What follows belongs to an exercise in optimizing a design on an open flow for a short achievable clock period and few clock cycles; a production flow would make more cautious choices.
RTL that was checked went through simulation tests only; none was proved equivalent to the original.
Power and IR drop assume default switching activity.

==> flow/design.v <==
module RISCVCore(
  input CLK,
  input rst, 
  output wire [23:0]mem_addr, 
  output wire [31:0]mem_wdata,
  output wire mem_we,
  input wire [31:0]mem_rdata, 
  output reg ebreak 
);
  reg [23:0] maddr;
  reg [31:0] mwdata;
  reg        mwe;
  assign mem_addr  = maddr;
  assign mem_wdata = mwdata;
  assign mem_we    = mwe;
  reg [31:0] fpc;             
  reg        ir_valid;
  reg [31:0] ir;
  reg [31:0] ir_pc;
  reg        ex_valid;
  reg [31:0] ex_a, ex_b;      
  reg [31:0] ex_aa, ex_ai;    
  reg [4:0]  ex_sh;           
  reg [31:0] ex_sd;           
  reg [31:0] ex_pre;          
  reg [31:0] ex_tgt;          
  reg [4:0]  ex_rd;
  reg        ex_wr;           
  reg        ex_br, ex_jalr, ex_ld, ex_st, ex_brk;
  reg [2:0]  ex_f3;
  reg        s_add, s_sub, s_sll, s_slt, s_sltu, s_xor, s_srl, s_sra, s_or, s_and, s_pre;
  localparam M_IDLE = 3'd0, M_LD0 = 3'd1, M_LDL = 3'd2, M_SRD0 = 3'd3,
             M_SWR0 = 3'd4, M_SRD1 = 3'd5, M_SWL = 3'd6;
  reg [2:0]  mstate;
  reg        m_cross;
  reg [1:0]  m_off;
  reg [2:0]  m_f3;
  reg [4:0]  m_rd;
  reg [63:0] m_sd;            
  reg [7:0]  m_mask;          
  reg [31:0] ld_lo, ld_hi;
  reg        lwb_valid;       
  reg [4:0]  lwb_rd;
  reg        wb_valid;        
  reg [4:0]  wb_rd;
  reg [31:0] wb_val;
  reg [31:0] rf [0:31];
  wire mbusy = (mstate != M_IDLE);
  wire [31:0] sum  = ex_a + ex_b;
  wire [31:0] diff = ex_a - ex_b;
  wire        eq   = (ex_a == ex_b);
  wire        lt   = ($signed(ex_a) < $signed(ex_b));
  wire        ltu  = (ex_a < ex_b);
  wire [31:0] sll  = ex_a << ex_sh;
  wire [31:0] srl  = ex_a >> ex_sh;
  wire [31:0] sra  = $signed(ex_a) >>> ex_sh;
  wire [31:0] ex_result = ({32{s_add}}  & sum)  |
                          ({32{s_sub}}  & diff) |
                          ({32{s_sll}}  & sll)  |
                          ({32{s_slt}}  & {31'd0, lt})  |
                          ({32{s_sltu}} & {31'd0, ltu}) |
                          ({32{s_xor}}  & (ex_a ^ ex_b)) |
                          ({32{s_srl}}  & srl)  |
                          ({32{s_sra}}  & sra)  |
                          ({32{s_or}}   & (ex_a | ex_b)) |
                          ({32{s_and}}  & (ex_a & ex_b)) |
                          ({32{s_pre}}  & ex_pre);
  reg taken;
  always @(*) begin
    case (ex_f3)
      3'b000: taken = eq;
      3'b001: taken = ~eq;
      3'b100: taken = lt;
      3'b101: taken = ~lt;
      3'b110: taken = ltu;
      default: taken = ~ltu;
    endcase
  end
  wire [31:0] asum = ex_aa + ex_ai;    
  wire ex_fire  = ex_valid & ~mbusy;
  wire br_taken = ex_fire & ex_br & taken;
  wire use_asum = ex_fire & (ex_jalr | ex_ld | ex_st);
  wire redirect = br_taken | (ex_fire & ex_jalr);
  wire mem_start = ex_fire & (ex_ld | ex_st);
  wire [1:0]  a_off   = asum[1:0];
  wire        a_cross = (ex_f3[1:0] == 2'b10 && a_off != 2'b00) ||
                        (ex_f3[1:0] == 2'b01 && a_off == 2'b11);
  wire [3:0]  a_bytes = (ex_f3[1:0] == 2'b00) ? 4'b0001 :
                        (ex_f3[1:0] == 2'b01) ? 4'b0011 : 4'b1111;
  wire [63:0] ld64 = {ld_hi, ld_lo} >> {m_off, 3'b000};
  reg  [31:0] lwb_val;
  always @(*) begin
    case (m_f3)
      3'b000: lwb_val = {{24{ld64[7]}}, ld64[7:0]};
      3'b001: lwb_val = {{16{ld64[15]}}, ld64[15:0]};
      3'b100: lwb_val = {24'd0, ld64[7:0]};
      3'b101: lwb_val = {16'd0, ld64[15:0]};
      default: lwb_val = ld64[31:0];
    endcase
  end
  wire        rf_we    = wb_valid | (lwb_valid & (lwb_rd != 5'd0));
  wire [4:0]  rf_wa    = wb_valid ? wb_rd : lwb_rd;
  wire [31:0] rf_wd    = wb_valid ? wb_val : lwb_val;
  wire [6:0] op  = ir[6:0];
  wire [2:0] f3  = ir[14:12];
  wire [6:0] f7  = ir[31:25];
  wire [4:0] rd  = ir[11:7];
  wire [4:0] rs1 = ir[19:15];
  wire [4:0] rs2 = ir[24:20];
  wire [31:0] immI = {{20{ir[31]}}, ir[31:20]};
  wire [31:0] immS = {{20{ir[31]}}, ir[31:25], ir[11:7]};
  wire [31:0] immB = {{19{ir[31]}}, ir[31], ir[7], ir[30:25], ir[11:8], 1'b0};
  wire [31:0] immJ = {{11{ir[31]}}, ir[31], ir[19:12], ir[20], ir[30:21], 1'b0};
  wire [31:0] immU = {ir[31:12], 12'd0};
  wire is_opimm = (op == 7'b0010011) &&
                  ((f3 != 3'b001 && f3 != 3'b101) ||
                   (f3 == 3'b001 && f7 == 7'b0000000) ||
                   (f3 == 3'b101 && (f7 == 7'b0000000 || f7 == 7'b0100000)));
  wire is_op    = (op == 7'b0110011) &&
                  (f7 == 7'b0000000 ||
                   (f7 == 7'b0100000 && (f3 == 3'b000 || f3 == 3'b101)));
  wire is_br    = (op == 7'b1100011) && (f3 != 3'b010) && (f3 != 3'b011);
  wire is_jal   = (op == 7'b1101111);
  wire is_jalr  = (op == 7'b1100111) && (f3 == 3'b000);
  wire is_ld    = (op == 7'b0000011) && (f3 != 3'b011) && (f3 != 3'b110) && (f3 != 3'b111);
  wire is_st    = (op == 7'b0100011) && (f3 == 3'b000 || f3 == 3'b001 || f3 == 3'b010);
  wire is_lui   = (op == 7'b0110111);
  wire is_auipc = (op == 7'b0010111);
  wire is_brk   = (ir == 32'h00100073);
  wire is_alu   = is_opimm | is_op;
  wire is_addr  = is_ld | is_st | is_jalr;
  wire uses1 = ~(is_lui | is_auipc | is_jal);
  wire uses2 = is_op | is_br | is_st;
  wire hazard = ex_valid & ex_ld & (ex_rd != 5'd0) &
                ((uses1 & (rs1 == ex_rd)) | (uses2 & (rs2 == ex_rd)));
  wire byp1_ex = ex_valid & ex_wr & (ex_rd == rs1);
  wire byp2_ex = ex_valid & ex_wr & (ex_rd == rs2);
  wire [31:0] rf1 = (rs1 == 5'd0) ? 32'd0 :
                    (rf_we && rf_wa == rs1) ? rf_wd : rf[rs1];
  wire [31:0] rf2 = (rs2 == 5'd0) ? 32'd0 :
                    (rf_we && rf_wa == rs2) ? rf_wd : rf[rs2];
  wire [31:0] rv1 = byp1_ex ? ex_result : rf1;
  wire [31:0] rv2 = byp2_ex ? ex_result : rf2;
  wire [31:0] pc_imm  = ir_pc + (is_auipc ? immU : immB);
  wire [31:0] pc_4    = ir_pc + 32'd4;
  wire [31:0] jal_tgt = ir_pc + immJ;
  wire id_adv  = ir_valid & ~mbusy & ~redirect & ~hazard;
  wire id_jump = ir_valid & ~mbusy & ~hazard & is_jal;           
  wire ir_free = ~ir_valid | (~hazard & ~is_jal);                
  wire ir_load = ~mbusy & (~ir_valid | ~hazard);
  wire [31:0] fpc_seq  = id_jump ? jal_tgt : (ir_free ? fpc + 32'd4 : fpc);
  wire [31:0] fpc_next = (ex_fire & ex_jalr) ? asum : br_taken ? ex_tgt : fpc_seq;
  reg [2:0]  mstate_n;
  reg [23:0] maddr_n;
  reg        mwe_n;
  always @(*) begin
    mstate_n = mstate;
    maddr_n  = maddr;
    mwe_n    = mwe;
    case (mstate)
      M_IDLE: begin
        if (mem_start) begin
          maddr_n = asum[25:2];
          if (ex_ld) begin
            mstate_n = a_cross ? M_LD0 : M_LDL;
          end else if (ex_f3[1:0] == 2'b10 && a_off == 2'b00) begin
            mwe_n    = 1'b1;
            mstate_n = M_SWL;
          end else begin
            mstate_n = M_SRD0;
          end
        end else begin
          maddr_n = fpc_next[25:2];
        end
      end
      M_LD0: begin
        maddr_n  = maddr + 24'd1;
        mstate_n = M_LDL;
      end
      M_LDL: begin
        mstate_n = M_IDLE;
        maddr_n  = fpc[25:2];
      end
      M_SRD0: begin
        mwe_n    = 1'b1;
        mstate_n = m_cross ? M_SWR0 : M_SWL;
      end
      M_SWR0: begin
        mwe_n    = 1'b0;
        maddr_n  = maddr + 24'd1;
        mstate_n = M_SRD1;
      end
      M_SRD1: begin
        mwe_n    = 1'b1;
        mstate_n = M_SWL;
      end
      default: begin  
        mwe_n    = 1'b0;
        mstate_n = M_IDLE;
        maddr_n  = fpc[25:2];
      end
    endcase
  end
  always @(posedge CLK) begin
    if (rst) begin
      maddr     <= 24'd0;
      mwe       <= 1'b0;
      fpc       <= 32'd0;
      ir_valid  <= 1'b0;
      ex_valid  <= 1'b0;
      mstate    <= M_IDLE;
      lwb_valid <= 1'b0;
      wb_valid  <= 1'b0;
      ebreak    <= 1'b0;
    end else begin
      maddr     <= maddr_n;
      mwe       <= mwe_n;
      mstate    <= mstate_n;
      if (!mbusy) begin
        ir_valid <= ~redirect & ~id_jump;
        fpc      <= fpc_next;
        ex_valid <= id_adv;
      end
      if (ex_fire & ex_brk)
        ebreak <= 1'b1;
      wb_valid  <= ex_fire & ex_wr;
      lwb_valid <= (mstate == M_LDL);
    end
  end
  always @(posedge CLK) begin
    if (ir_load) begin
      ir    <= mem_rdata;
      ir_pc <= fpc;
    end
    if (!mbusy) begin
      ex_a     <= rv1;
      ex_b     <= (is_op | is_br) ? rv2 : immI;
      ex_aa    <= is_addr ? rv1 : 32'd0;
      ex_ai    <= is_st ? immS : immI;
      ex_sh    <= is_op ? rv2[4:0] : ir[24:20];
      ex_sd    <= rv2;
      ex_pre   <= is_lui ? immU : is_auipc ? pc_imm : pc_4;
      ex_tgt   <= pc_imm;
      ex_rd    <= rd;
      ex_wr    <= (is_alu | is_lui | is_auipc | is_jal | is_jalr) & (rd != 5'd0);
      ex_br    <= is_br;
      ex_jalr  <= is_jalr;
      ex_ld    <= is_ld;
      ex_st    <= is_st;
      ex_brk   <= is_brk;
      ex_f3    <= f3;
      s_add    <= is_alu & (f3 == 3'b000) & ~(is_op & ir[30]);
      s_sub    <= is_alu & (f3 == 3'b000) &  (is_op & ir[30]);
      s_sll    <= is_alu & (f3 == 3'b001);
      s_slt    <= is_alu & (f3 == 3'b010);
      s_sltu   <= is_alu & (f3 == 3'b011);
      s_xor    <= is_alu & (f3 == 3'b100);
      s_srl    <= is_alu & (f3 == 3'b101) & ~ir[30];
      s_sra    <= is_alu & (f3 == 3'b101) &  ir[30];
      s_or     <= is_alu & (f3 == 3'b110);
      s_and    <= is_alu & (f3 == 3'b111);
      s_pre    <= ~is_alu;
    end
    wb_rd  <= ex_rd;
    wb_val <= ex_result;
    case (mstate)
      M_IDLE: begin
        if (mem_start) begin
          m_cross <= a_cross;
          m_off   <= a_off;
          m_f3    <= ex_f3;
          m_rd    <= ex_rd;
          m_sd    <= {32'd0, ex_sd} << {a_off, 3'b000};
          m_mask  <= {4'd0, a_bytes} << a_off;
          mwdata  <= ex_sd;
        end
      end
      M_LD0: ld_lo <= mem_rdata;
      M_LDL: begin
        if (m_cross) ld_hi <= mem_rdata;
        else         ld_lo <= mem_rdata;
        lwb_rd <= m_rd;
      end
      M_SRD0:
        mwdata <= {m_mask[3] ? m_sd[31:24] : mem_rdata[31:24],
                   m_mask[2] ? m_sd[23:16] : mem_rdata[23:16],
                   m_mask[1] ? m_sd[15:8]  : mem_rdata[15:8],
                   m_mask[0] ? m_sd[7:0]   : mem_rdata[7:0]};
      M_SRD1:
        mwdata <= {m_mask[7] ? m_sd[63:56] : mem_rdata[31:24],
                   m_mask[6] ? m_sd[55:48] : mem_rdata[23:16],
                   m_mask[5] ? m_sd[47:40] : mem_rdata[15:8],
                   m_mask[4] ? m_sd[39:32] : mem_rdata[7:0]};
      default: ;
    endcase
  end
  always @(posedge CLK) begin
    if (rf_we)
      rf[rf_wa] <= rf_wd;
  end
endmodule
clock: 10.0 ns
lec_check: 0
cap_margin: 20
core_margin: 2
core_utilization: 40
slew_margin: 20
standard.sh (not shown) runs the stock make flow with config.mk's settings and CLKGATE_MAP_FILE= SYNTH_SCRIPT=/design/flow/synth_recipe.tcl, a recipe that flattens the netlist after the stock synthesis.
==> flow/flow/run.sh <==
#!/bin/bash
set -euo pipefail
bash standard.sh SETUP_SLACK_MARGIN=7 ABC_CLOCK_PERIOD_IN_PS=3000 finish > standard_flow.log 2>&1
Testbench counts at the start, summed over its fixed seeds: cycles 117,164.
==> next run, changes <==
--- a/flow/design.v
+++ b/flow/design.v
@@ -16,15 +16,18 @@
   reg [31:0] fpc;             
   reg        ir_valid;
   reg [31:0] ir;
   reg [31:0] ir_pc;
+  reg [31:0] ir_pc4;          
   reg        ex_valid;
   reg [31:0] ex_a, ex_b;      
   reg [31:0] ex_aa, ex_ai;    
   reg [4:0]  ex_sh;           
   reg [31:0] ex_sd;           
   reg [31:0] ex_pre;          
   reg [31:0] ex_tgt;          
+  reg [31:0] ex_ft;           
+  reg        ex_slot;         
   reg [4:0]  ex_rd;
   reg        ex_wr;           
   reg        ex_br, ex_jalr, ex_ld, ex_st, ex_brk;
   reg [2:0]  ex_f3;
@@ -77,11 +80,13 @@
     endcase
   end
   wire [31:0] asum = ex_aa + ex_ai;    
   wire ex_fire  = ex_valid & ~mbusy;
-  wire br_taken = ex_fire & ex_br & taken;
-  wire use_asum = ex_fire & (ex_jalr | ex_ld | ex_st);
+  wire br_taken = ex_fire & ex_br & ~ex_slot & taken;
   wire redirect = br_taken | (ex_fire & ex_jalr);
+  wire slot     = ex_fire & ex_slot;
+  wire slot_t   = slot & taken;
+  wire slot_n   = slot & ~taken;
   wire mem_start = ex_fire & (ex_ld | ex_st);
   wire [1:0]  a_off   = asum[1:0];
   wire        a_cross = (ex_f3[1:0] == 2'b10 && a_off != 2'b00) ||
                         (ex_f3[1:0] == 2'b01 && a_off == 2'b11);
@@ -140,17 +145,28 @@
   wire [31:0] rf2 = (rs2 == 5'd0) ? 32'd0 :
                     (rf_we && rf_wa == rs2) ? rf_wd : rf[rs2];
   wire [31:0] rv1 = byp1_ex ? ex_result : rf1;
   wire [31:0] rv2 = byp2_ex ? ex_result : rf2;
-  wire [31:0] pc_imm  = ir_pc + (is_auipc ? immU : immB);
-  wire [31:0] pc_4    = ir_pc + 32'd4;
+  wire [31:0] pc_b    = ir_pc + immB;
+  wire [31:0] pc_u    = {ir_pc[31:12] + ir[31:12], ir_pc[11:0]};
   wire [31:0] jal_tgt = ir_pc + immJ;
-  wire id_adv  = ir_valid & ~mbusy & ~redirect & ~hazard;
-  wire id_jump = ir_valid & ~mbusy & ~hazard & is_jal;           
-  wire ir_free = ~ir_valid | (~hazard & ~is_jal);                
+  wire        jalr_fast = (rs1 == 5'd0) | (byp1_ex & s_pre);
+  wire [31:0] jalr_tgt  = ((rs1 == 5'd0) ? 32'd0 : ex_pre) + immI;
+  wire [31:0] id_tgt    = is_jal ? jal_tgt : jalr_tgt;
+  wire id_go   = ir_valid & ~mbusy & ~hazard;                   
+  wire id_adv  = id_go & ~redirect & ~slot_t;
+  wire id_jump = id_go & (is_jal | (is_jalr & jalr_fast));      
+  wire ir_free = ~ir_valid | (~hazard & ~id_jump);               
   wire ir_load = ~mbusy & (~ir_valid | ~hazard);
-  wire [31:0] fpc_seq  = id_jump ? jal_tgt : (ir_free ? fpc + 32'd4 : fpc);
-  wire [31:0] fpc_next = (ex_fire & ex_jalr) ? asum : br_taken ? ex_tgt : fpc_seq;
+  wire slot_go = is_br & ir[31];                                 
+  wire [31:0] fpc4 = fpc + 32'd4;
+  wire [31:0] fpc_seq  = id_jump ? id_tgt :
+                         (id_go & slot_go) ? pc_b :
+                         ir_free ? fpc4 : fpc;
+  wire [31:0] fpc_slot = taken ? fpc4 : id_jump ? id_tgt : ex_ft;
+  wire [31:0] fpc_next = slot ? fpc_slot :
+                         (ex_fire & ex_jalr) ? asum :
+                         br_taken ? ex_tgt : fpc_seq;
   reg [2:0]  mstate_n;
   reg [23:0] maddr_n;
   reg        mwe_n;
   always @(*) begin
@@ -216,13 +232,13 @@
       maddr     <= maddr_n;
       mwe       <= mwe_n;
       mstate    <= mstate_n;
       if (!mbusy) begin
-        ir_valid <= ~redirect & ~id_jump;
+        ir_valid <= slot_t | ~(redirect | slot_n | id_jump);
         fpc      <= fpc_next;
         ex_valid <= id_adv;
       end
-      if (ex_fire & ex_brk)
+      if ((ex_fire & ex_brk) | (id_adv & is_brk & ~(ex_valid & ex_st)))
         ebreak <= 1'b1;
       wb_valid  <= ex_fire & ex_wr;
       lwb_valid <= (mstate == M_LDL);
     end
@@ -230,22 +246,25 @@
   always @(posedge CLK) begin
     if (ir_load) begin
       ir    <= mem_rdata;
       ir_pc <= fpc;
+      ir_pc4 <= fpc4;
     end
     if (!mbusy) begin
       ex_a     <= rv1;
       ex_b     <= (is_op | is_br) ? rv2 : immI;
       ex_aa    <= is_addr ? rv1 : 32'd0;
       ex_ai    <= is_st ? immS : immI;
       ex_sh    <= is_op ? rv2[4:0] : ir[24:20];
       ex_sd    <= rv2;
-      ex_pre   <= is_lui ? immU : is_auipc ? pc_imm : pc_4;
-      ex_tgt   <= pc_imm;
+      ex_pre   <= is_lui ? immU : is_auipc ? pc_u : ir_pc4;
+      ex_tgt   <= pc_b;
+      ex_ft    <= fpc4;
+      ex_slot  <= slot_go & ~slot_n;
       ex_rd    <= rd;
       ex_wr    <= (is_alu | is_lui | is_auipc | is_jal | is_jalr) & (rd != 5'd0);
       ex_br    <= is_br;
-      ex_jalr  <= is_jalr;
+      ex_jalr  <= is_jalr & ~jalr_fast;
       ex_ld    <= is_ld;
       ex_st    <= is_st;
       ex_brk   <= is_brk;
       ex_f3    <= f3;
Outcome: Non-clock buffer count came out lower by 28. Die area came out higher by a few percent. Synthesized area came out higher by a few percent. Sequential power hardly moves. Total power came out lower slightly.
For the second run of this note, only the layout was checked, not whether the RTL still works.

==> what the ideal ports hide <==
Ports are ideal in the flow. The routed layouts listed here were re-timed in OpenROAD.
Step 1, drivers: a clkbuf_16 drives CLK and a buf_2 each remaining input, both assumed.
Step 2 moves the port delays by t, midway between the first and last clock arrival at a register: inputs arrive t later, outputs are due t later. That takes back most of the time a late clock gives input paths.
Three values: ideal, step 1, step 2; two values: the first two.
run | shift t [ns] | setup WS [ns] | slew at the worst register clock pin (ns)
the first run | 0.902 | 6.148 / 6.148 / 6.054 | 0.07 / 0.07
the second run | 0.917 | 5.751 / 5.751 / 5.504 | 0.07 / 0.07
After both steps every run listed still meets setup and hold. The setup slack of the second run, which loses most, moves by 0.000 ns with the drivers and by -0.247 ns with both steps.
